This is an optimization exercise on Yosys and OpenROAD, whose aim is small area, a short achievable clock period and few clock cycles, not a production implementation.
RTL that was checked went through simulation tests only; none was proved equivalent to the original.
Power is estimated from default activity; no workload was simulated.

Design JAM, start of the top module:
module JAM (CLK, RST, W, J, Cost, MatchCount, MinCost, Valid);
Size in the first run: about 2,900 cells after synthesis, roughly 420 flip-flops, about 30 I/O pins.
clock: 5.0 ns
lec_check: 0
cap_margin: 20
core_margin: 2
core_utilization: 40
setup_slack_margin: 2.4
slew_margin: 20
run.sh (not shown) runs the stock make flow with config.mk's settings and CLKGATE_MAP_FILE= SYNTH_SCRIPT=/design/flow/synth_recipe.tcl, a recipe that flattens the netlist after the stock synthesis.
The baseline completed without violations.
Rerun with:
--- a/flow/design.v
+++ b/flow/design.v
@@ -17,15 +17,15 @@
 reg [2:0] way [0:7];     
 reg [7:0] vw;            
 reg [2:0] p [0:7];       
 reg [7:0] matched;
 reg [7:0] used;          
 reg [7:0] rowin;         
 reg [7:0] todo;          
-reg [6:0] uW;            
+reg [7:0] q;             
 reg [2:0] j0;            
 reg [8:0] delta;         
 reg [6:0] D;             
 reg [6:0] inc;           
 reg [2:0] j1;
 reg first;               
 reg ph;                  
@@ -65,15 +65,15 @@
         b = |m[7:4];
         ma = (m[0] & m[1]) | (m[2] & m[3]) | ((m[0] | m[1]) & (m[2] | m[3]));
         mb = (m[4] & m[5]) | (m[6] & m[7]) | ((m[4] | m[5]) & (m[6] | m[7]));
         single = ~(ma | mb | (a & b));
     end
 endfunction
 wire [3:0] nx = lowest(todo);
-wire [9:0] cur = {3'b0, s1c} + {3'b0, s1p} + {3'b0, D} - {3'b0, uW};
+wire [9:0] cur = {3'b0, s1c} + {3'b0, s1p} + {{2{q[7]}}, q};
 wire lt = s2c < s2m;
 wire c1 = s2c < delta;
 wire c2 = s2m < delta;
 wire take = lt ? c1 : c2;
 wire [8:0] mnew = lt ? s2c : s2m;
 wire [7:0] used_j = used | (8'd1 << j1);
 wire [3:0] fj = lowest(~used_j);
@@ -106,15 +106,15 @@
 always @(posedge CLK) begin
     if (RST) begin
         st <= ST_SCAN;
         row <= 3'd0;
         W <= 3'd0;
         J <= 3'd0;
         todo <= 8'hfe;
-        uW <= 7'd0;
+        q <= 8'd0;
         first <= 1'b1;
         ph <= 1'b1;
         upd <= 1'b0;
         aug <= 1'b0;
         delta <= 9'h1ff;
         D <= 7'd0;
         used <= 8'd0;
@@ -137,29 +137,29 @@
             for (k = 0; k < 8; k = k + 1) begin
                 if (used[k] && k != j1)
                     nv[k] <= nv[k] + inc;
                 if (rowin[k] && (k != W || st == ST_LAST))
                     u[k] <= u[k] + inc;
             end
             MinCost <= MinCost + {3'd0, inc};
-            uW <= u[W];
+            q <= {1'b0, D} - {1'b0, u[W]};
             delta <= 9'h1ff;
         end
         if (aug) begin
             matched[ja] <= 1'b1;
             if (vw[ja]) aug <= 1'b0;
         end
         s1v <= (st == ST_SCAN);
         s1r <= (st == ST_READ);
         s2v <= s1v;
         s3l <= s2v && s2l;
         if (s2v && take)
             delta <= mnew;
         if (s1r && s1j == 3'd7)
-            uW <= u[s1w + 3'd1];
+            q <= 8'd0 - {1'b0, u[s1w + 3'd1]};
         case (st)
         ST_SCAN: begin
             if (ph) begin
                 ph <= 1'b0;
                 used <= 8'd0;
                 rowin <= 8'd1 << row;
             end
@@ -203,15 +203,15 @@
         ST_LAST: begin
             used <= 8'd0;
             W <= 3'd0;
             J <= 3'd0;
             st <= ST_LAST2;
         end
         ST_LAST2: begin
-            uW <= u[0];
+            q <= 8'd0 - {1'b0, u[0]};
             st <= ST_READ;
         end
         ST_READ: begin
             {W, J} <= {W, J} + 6'd1;
             if ({W, J} == 6'd63) begin
                 W <= 3'd0;
                 st <= ST_DFSA;
The new run completed with no timing, DRC or antenna violations.
Setup slack loses 260 ps.
Wire length came out higher by a few percent.
Hold slack barely changes.
Final area came out higher by a few percent.
Synthesized area came out higher by a few percent.
Power came out lower by a little under a tenth.
Critical path depth came out higher by 1.
Via count came out higher by a few percent.
Final cell count came out higher by a few percent.
No functional check of the RTL was part of any run of this note.

The RTL this note starts from:
==> flow/design.v <==
module JAM (CLK, RST, W, J, Cost, MatchCount, MinCost, Valid);
input CLK;
input RST;
output reg [2:0] W;
output reg [2:0] J;
input [6:0] Cost;
output reg [3:0] MatchCount;
output reg [9:0] MinCost;
output reg Valid;
localparam ST_SCAN = 3'd0, ST_WAIT = 3'd1, ST_LAST = 3'd2,
           ST_READ = 3'd4, ST_DFSA = 3'd5, ST_DFSB = 3'd6, ST_DONE = 3'd7;
reg [2:0] st;
reg [2:0] row;           
reg [6:0] u  [0:7];      
reg [6:0] nv [0:7];      
reg [8:0] minv [0:7];    
reg [2:0] way [0:7];     
reg [7:0] vw;            
reg [2:0] p [0:7];       
reg [7:0] matched;
reg [7:0] used;          
reg [7:0] rowin;         
reg [7:0] todo;          
reg [2:0] j0;            
reg [8:0] delta;         
reg [6:0] D;             
reg [6:0] inc;           
reg [2:0] j1;
reg first;               
reg ph;                  
reg upd;                 
reg aug;                 
reg [2:0] ja;
reg [2:0] arow;
reg [7:0] abv;           
reg [7:0] candr;         
reg one;                 
reg s2v, s2l;
reg [8:0] s2c, s2m;
reg [2:0] s2j, s2w;
reg s2r;
reg pend;                
reg [1:0] pcr;
reg s3l;
integer k;
function [3:0] lowest;
    input [7:0] m;
    integer i;
    begin
        lowest = 4'b1000;
        for (i = 7; i >= 0; i = i - 1)
            if (m[i]) lowest = i;
    end
endfunction
function single;
    input [7:0] m;
    reg a, b, ma, mb;
    begin
        a = |m[3:0];
        b = |m[7:4];
        ma = (m[0] & m[1]) | (m[2] & m[3]) | ((m[0] | m[1]) & (m[2] | m[3]));
        mb = (m[4] & m[5]) | (m[6] & m[7]) | ((m[4] | m[5]) & (m[6] | m[7]));
        single = ~(ma | mb | (a & b));
    end
endfunction
wire [3:0] nx = lowest(todo);
wire [9:0] cur = {3'b0, Cost} + {3'b0, nv[J]} + {3'b0, D} - {3'b0, u[W]};
wire lt = s2c < s2m;
wire c1 = s2c < delta;
wire c2 = s2m < delta;
wire take = lt ? c1 : c2;
wire [8:0] mnew = lt ? s2c : s2m;
wire [7:0] used_j = used | (8'd1 << j1);
wire [3:0] fj = lowest(~used_j);
wire [2:0] pj = p[j1];
reg [7:0] avail [0:7];
reg [7:0] blk;
reg dead, allone;
reg [7:0] cand;
always @(*) begin
    blk = 8'd0;
    dead = 1'b0;
    allone = 1'b1;
    for (k = 0; k < 8; k = k + 1) begin
        avail[k] = minv[k][7:0] & ~used;
        if (!single(avail[k])) allone = 1'b0;
        if (k > W) begin
            if (avail[k] == 8'd0) dead = 1'b1;
            if (single(avail[k])) blk = blk | avail[k];
        end
    end
    cand = dead ? 8'd0 : (avail[W] & ~blk & abv);
end
wire [3:0] cfirst = lowest(candr);
wire [2:0] sprev = way[W - 3'd1];
wire [1:0] pc = single(candr) ? {1'b0, |candr} : 2'd2;
reg [7:0] above;
always @(*)
    for (k = 0; k < 8; k = k + 1)
        above[k] = (k > sprev);
always @(posedge CLK) begin
    if (RST) begin
        st <= ST_SCAN;
        row <= 3'd0;
        W <= 3'd0;
        J <= 3'd0;
        todo <= 8'hfe;
        first <= 1'b1;
        ph <= 1'b1;
        upd <= 1'b0;
        aug <= 1'b0;
        delta <= 9'h1ff;
        D <= 7'd0;
        used <= 8'd0;
        rowin <= 8'd0;
        matched <= 8'd0;
        s2v <= 1'b0;
        s3l <= 1'b0;
        MinCost <= 10'd0;
        MatchCount <= 4'd0;
        Valid <= 1'b0;
        for (k = 0; k < 8; k = k + 1) begin
            u[k] <= 7'd0;
            nv[k] <= 7'd0;
        end
    end else begin
        upd <= 1'b0;
        if (upd) begin
            for (k = 0; k < 8; k = k + 1) begin
                if (used[k] && k != j1)
                    nv[k] <= nv[k] + inc;
                if (rowin[k] && (k != W || st == ST_LAST))
                    u[k] <= u[k] + inc;
            end
            MinCost <= MinCost + {3'd0, inc};
            delta <= 9'h1ff;
        end
        if (aug) begin
            matched[ja] <= 1'b1;
            if (vw[ja]) aug <= 1'b0;
        end
        s2v <= (st == ST_SCAN);
        s3l <= s2v && s2l;
        if (s2v && take)
            delta <= mnew;
        case (st)
        ST_SCAN: begin
            if (ph) begin
                ph <= 1'b0;
                used <= 8'd0;
                rowin <= 8'd1 << row;
            end
            if (todo == 8'd0)
                st <= ST_WAIT;
            else begin
                J <= nx[2:0];
                todo <= todo & ~(8'd1 << nx[2:0]);
            end
        end
        ST_WAIT: begin
            if (s3l) begin
                first <= 1'b0;
                inc <= delta[6:0] - D;
                D <= delta[6:0];
                upd <= 1'b1;
                if (matched[j1]) begin
                    used <= used_j;
                    rowin[pj] <= 1'b1;
                    W <= pj;
                    J <= fj[2:0];
                    todo <= ~used_j & ~(8'd1 << fj[2:0]);
                    st <= ST_SCAN;
                end else begin
                    first <= 1'b1;
                    D <= 7'd0;
                    if (row == 3'd7) begin
                        st <= ST_LAST;
                    end else begin
                        aug <= 1'b1;
                        ph <= 1'b1;
                        row <= row + 3'd1;
                        W <= row + 3'd1;
                        J <= j1;
                        todo <= ~(8'd1 << j1);
                        st <= ST_SCAN;
                    end
                end
            end
        end
        ST_LAST: begin
            used <= 8'd0;
            W <= 3'd0;
            J <= 3'd0;
            st <= ST_READ;
        end
        ST_READ: begin
            {W, J} <= {W, J} + 6'd1;
            if ({W, J} == 6'd63) begin
                W <= 3'd0;
                st <= ST_DFSA;
            end
        end
        ST_DFSA: begin
            if (pend)
                MatchCount <= MatchCount + {2'b0, pcr};
            if (!s2r)
                st <= ST_DFSB;
        end
        ST_DFSB: begin
            st <= ST_DFSA;
            if (one) begin
                MatchCount <= 4'd1;
                st <= ST_DONE;
                Valid <= 1'b1;
            end else if (W == 3'd6) begin
                W <= 3'd5;
                used <= used & ~(8'd1 << sprev);
            end else if (candr != 8'd0) begin
                used <= used | (8'd1 << cfirst[2:0]);
                W <= W + 3'd1;
            end else if (W == 3'd0) begin
                st <= ST_DONE;
                Valid <= 1'b1;
            end else begin
                used <= used & ~(8'd1 << sprev);
                W <= W - 3'd1;
            end
        end
        default: begin
            Valid <= 1'b1;
        end
        endcase
    end
end
always @(posedge CLK) begin
    s2l <= (todo == 8'd0);
    s2c <= cur[8:0];
    s2m <= first ? 9'h1ff : minv[J];
    s2j <= J;
    s2w <= W;
    s2r <= (st == ST_READ);
    if (s2r)
        minv[s2w][s2j] <= (s2c == 9'd0);
    if (s2v) begin
        minv[s2j] <= mnew;
        if (!first && lt) begin
            vw[s2j] <= 1'b0;
            way[s2j] <= j0;
        end
        if (take)
            j1 <= s2j;
    end
    if (aug) begin
        p[ja] <= vw[ja] ? arow : p[way[ja]];
        ja <= way[ja];
    end
    if (st == ST_WAIT && s3l) begin
        if (first)
            vw <= 8'hff;
        if (matched[j1])
            j0 <= j1;
        else begin
            ja <= j1;
            arow <= row;
        end
    end
    if (st == ST_READ) begin
        abv <= 8'hff;
        one <= 1'b1;
    end
    pend <= (st == ST_DFSB) && (W == 3'd6);
    pcr <= pc;
    if (st == ST_DFSA && !s2r) begin
        candr <= cand;
        one <= one && allone;
    end
    if (st == ST_DFSB) begin
        one <= 1'b0;
        if (W == 3'd6 || candr == 8'd0)
            abv <= above;
        else begin
            way[W] <= cfirst[2:0];
            abv <= 8'hff;
        end
    end
end
endmodule
Settings: LEC_CHECK=0, ABC_AREA=1, CAP_MARGIN=20, CORE_MARGIN=2, CORE_UTILIZATION=40, SETUP_SLACK_MARGIN=2.2, SLEW_MARGIN=20; clock period 5.0 ns.
==> next run, changes <==
--- a/flow/design.v
+++ b/flow/design.v
@@ -20,8 +20,9 @@
 reg [7:0] matched;
 reg [7:0] used;          
 reg [7:0] rowin;         
 reg [7:0] todo;          
+reg [6:0] uW;            
 reg [2:0] j0;            
 reg [8:0] delta;         
 reg [6:0] D;             
 reg [6:0] inc;           
@@ -34,8 +35,12 @@
 reg [2:0] arow;
 reg [7:0] abv;           
 reg [7:0] candr;         
 reg one;                 
+reg s1v, s1l, s1r;
+reg [6:0] s1c;
+reg [6:0] s1p;
+reg [2:0] s1j, s1w;
 reg s2v, s2l;
 reg [8:0] s2c, s2m;
 reg [2:0] s2j, s2w;
 reg s2r;
@@ -63,9 +68,9 @@
         single = ~(ma | mb | (a & b));
     end
 endfunction
 wire [3:0] nx = lowest(todo);
-wire [9:0] cur = {3'b0, Cost} + {3'b0, nv[J]} + {3'b0, D} - {3'b0, u[W]};
+wire [9:0] cur = {3'b0, s1c} + {3'b0, s1p} + {3'b0, D} - {3'b0, uW};
 wire lt = s2c < s2m;
 wire c1 = s2c < delta;
 wire c2 = s2m < delta;
 wire take = lt ? c1 : c2;
@@ -104,8 +109,9 @@
         row <= 3'd0;
         W <= 3'd0;
         J <= 3'd0;
         todo <= 8'hfe;
+        uW <= 7'd0;
         first <= 1'b1;
         ph <= 1'b1;
         upd <= 1'b0;
         aug <= 1'b0;
@@ -113,8 +119,10 @@
         D <= 7'd0;
         used <= 8'd0;
         rowin <= 8'd0;
         matched <= 8'd0;
+        s1v <= 1'b0;
+        s1r <= 1'b0;
         s2v <= 1'b0;
         s3l <= 1'b0;
         MinCost <= 10'd0;
         MatchCount <= 4'd0;
@@ -132,18 +140,23 @@
                 if (rowin[k] && (k != W || st == ST_LAST))
                     u[k] <= u[k] + inc;
             end
             MinCost <= MinCost + {3'd0, inc};
+            uW <= u[W];
             delta <= 9'h1ff;
         end
         if (aug) begin
             matched[ja] <= 1'b1;
             if (vw[ja]) aug <= 1'b0;
         end
-        s2v <= (st == ST_SCAN);
+        s1v <= (st == ST_SCAN);
+        s1r <= (st == ST_READ);
+        s2v <= s1v;
         s3l <= s2v && s2l;
         if (s2v && take)
             delta <= mnew;
+        if (s1r && s1j == 3'd7)
+            uW <= u[s1w + 3'd1];
         case (st)
         ST_SCAN: begin
             if (ph) begin
                 ph <= 1'b0;
@@ -193,8 +206,10 @@
             J <= 3'd0;
             st <= ST_READ;
         end
         ST_READ: begin
+            if ({W, J} == 6'd0)
+                uW <= u[0];
             {W, J} <= {W, J} + 6'd1;
             if ({W, J} == 6'd63) begin
                 W <= 3'd0;
                 st <= ST_DFSA;
@@ -232,14 +247,19 @@
         endcase
     end
 end
 always @(posedge CLK) begin
-    s2l <= (todo == 8'd0);
+    s1l <= (todo == 8'd0);
+    s1c <= Cost;
+    s1p <= nv[J];
+    s1j <= J;
+    s1w <= W;
+    s2l <= s1l;
     s2c <= cur[8:0];
-    s2m <= first ? 9'h1ff : minv[J];
-    s2j <= J;
-    s2w <= W;
-    s2r <= (st == ST_READ);
+    s2m <= first ? 9'h1ff : minv[s1j];
+    s2j <= s1j;
+    s2w <= s1w;
+    s2r <= s1r;
     if (s2r)
         minv[s2w][s2j] <= (s2c == 9'd0);
     if (s2v) begin
         minv[s2j] <= mnew;
=> The changed run produced a clean layout. Global-route usage goes up by 0.35 points. Setup slack gains 990 ps. Total power goes up by 3.3%. Final area goes up by 3.2%. Via count goes up by 4.2%. Flip-flop and latch count goes up by 30. Die area goes up by 4.5%. Non-clock buffer count goes down by 21.
Testbench counts after the change, summed over its fixed seeds: cycles 4,446.
The RTL of the first run of this note was laid out without a check of its function.

[port drivers added, routing unchanged]
The flow's constraints put no driver on any port. The routed layouts listed below were extracted and timed again, unchanged, in two steps. Step 1 (the two cells are an assumption about what drives the block):
set clk [get_ports {CLK}]
set_driving_cell -lib_cell sky130_fd_sc_hd__clkbuf_16 $clk
set_driving_cell -lib_cell sky130_fd_sc_hd__buf_2 [delete_from_list [all_inputs] $clk]
Step 2 times the ports against the registers' clock, not the clock port: input delays grow and output delays shrink by t, the midpoint of the rising clock arrivals with the driver on. Three values: ideal, step 1, step 2; two values: the first two.
| run | shift t [ns] | setup WS [ns] | worst setup path after step 2 | latest minus earliest clock arrival (ns) |
|---|---|---|---|---|
| the first run of note 1 | 0.666 | 2.223 / 2.223 / 2.211 | input to register | 0.042 / 0.042 |
| the second run of note 1 | 0.675 | 1.960 / 1.960 / 1.960 | register to register | 0.059 / 0.060 |
| the first run of note 2 | 0.649 | 1.261 / 1.261 / 1.176 | input to register | 0.019 / 0.019 |
| the second run of note 2 | 0.680 | 2.249 / 2.235 / 1.863 | input to register | 0.028 / 0.028 |
After both steps every run listed still meets setup and hold. For the second run of note 2, which loses most, drivers alone change the setup slack by -0.014 ns; drivers and shift together by -0.386 ns.
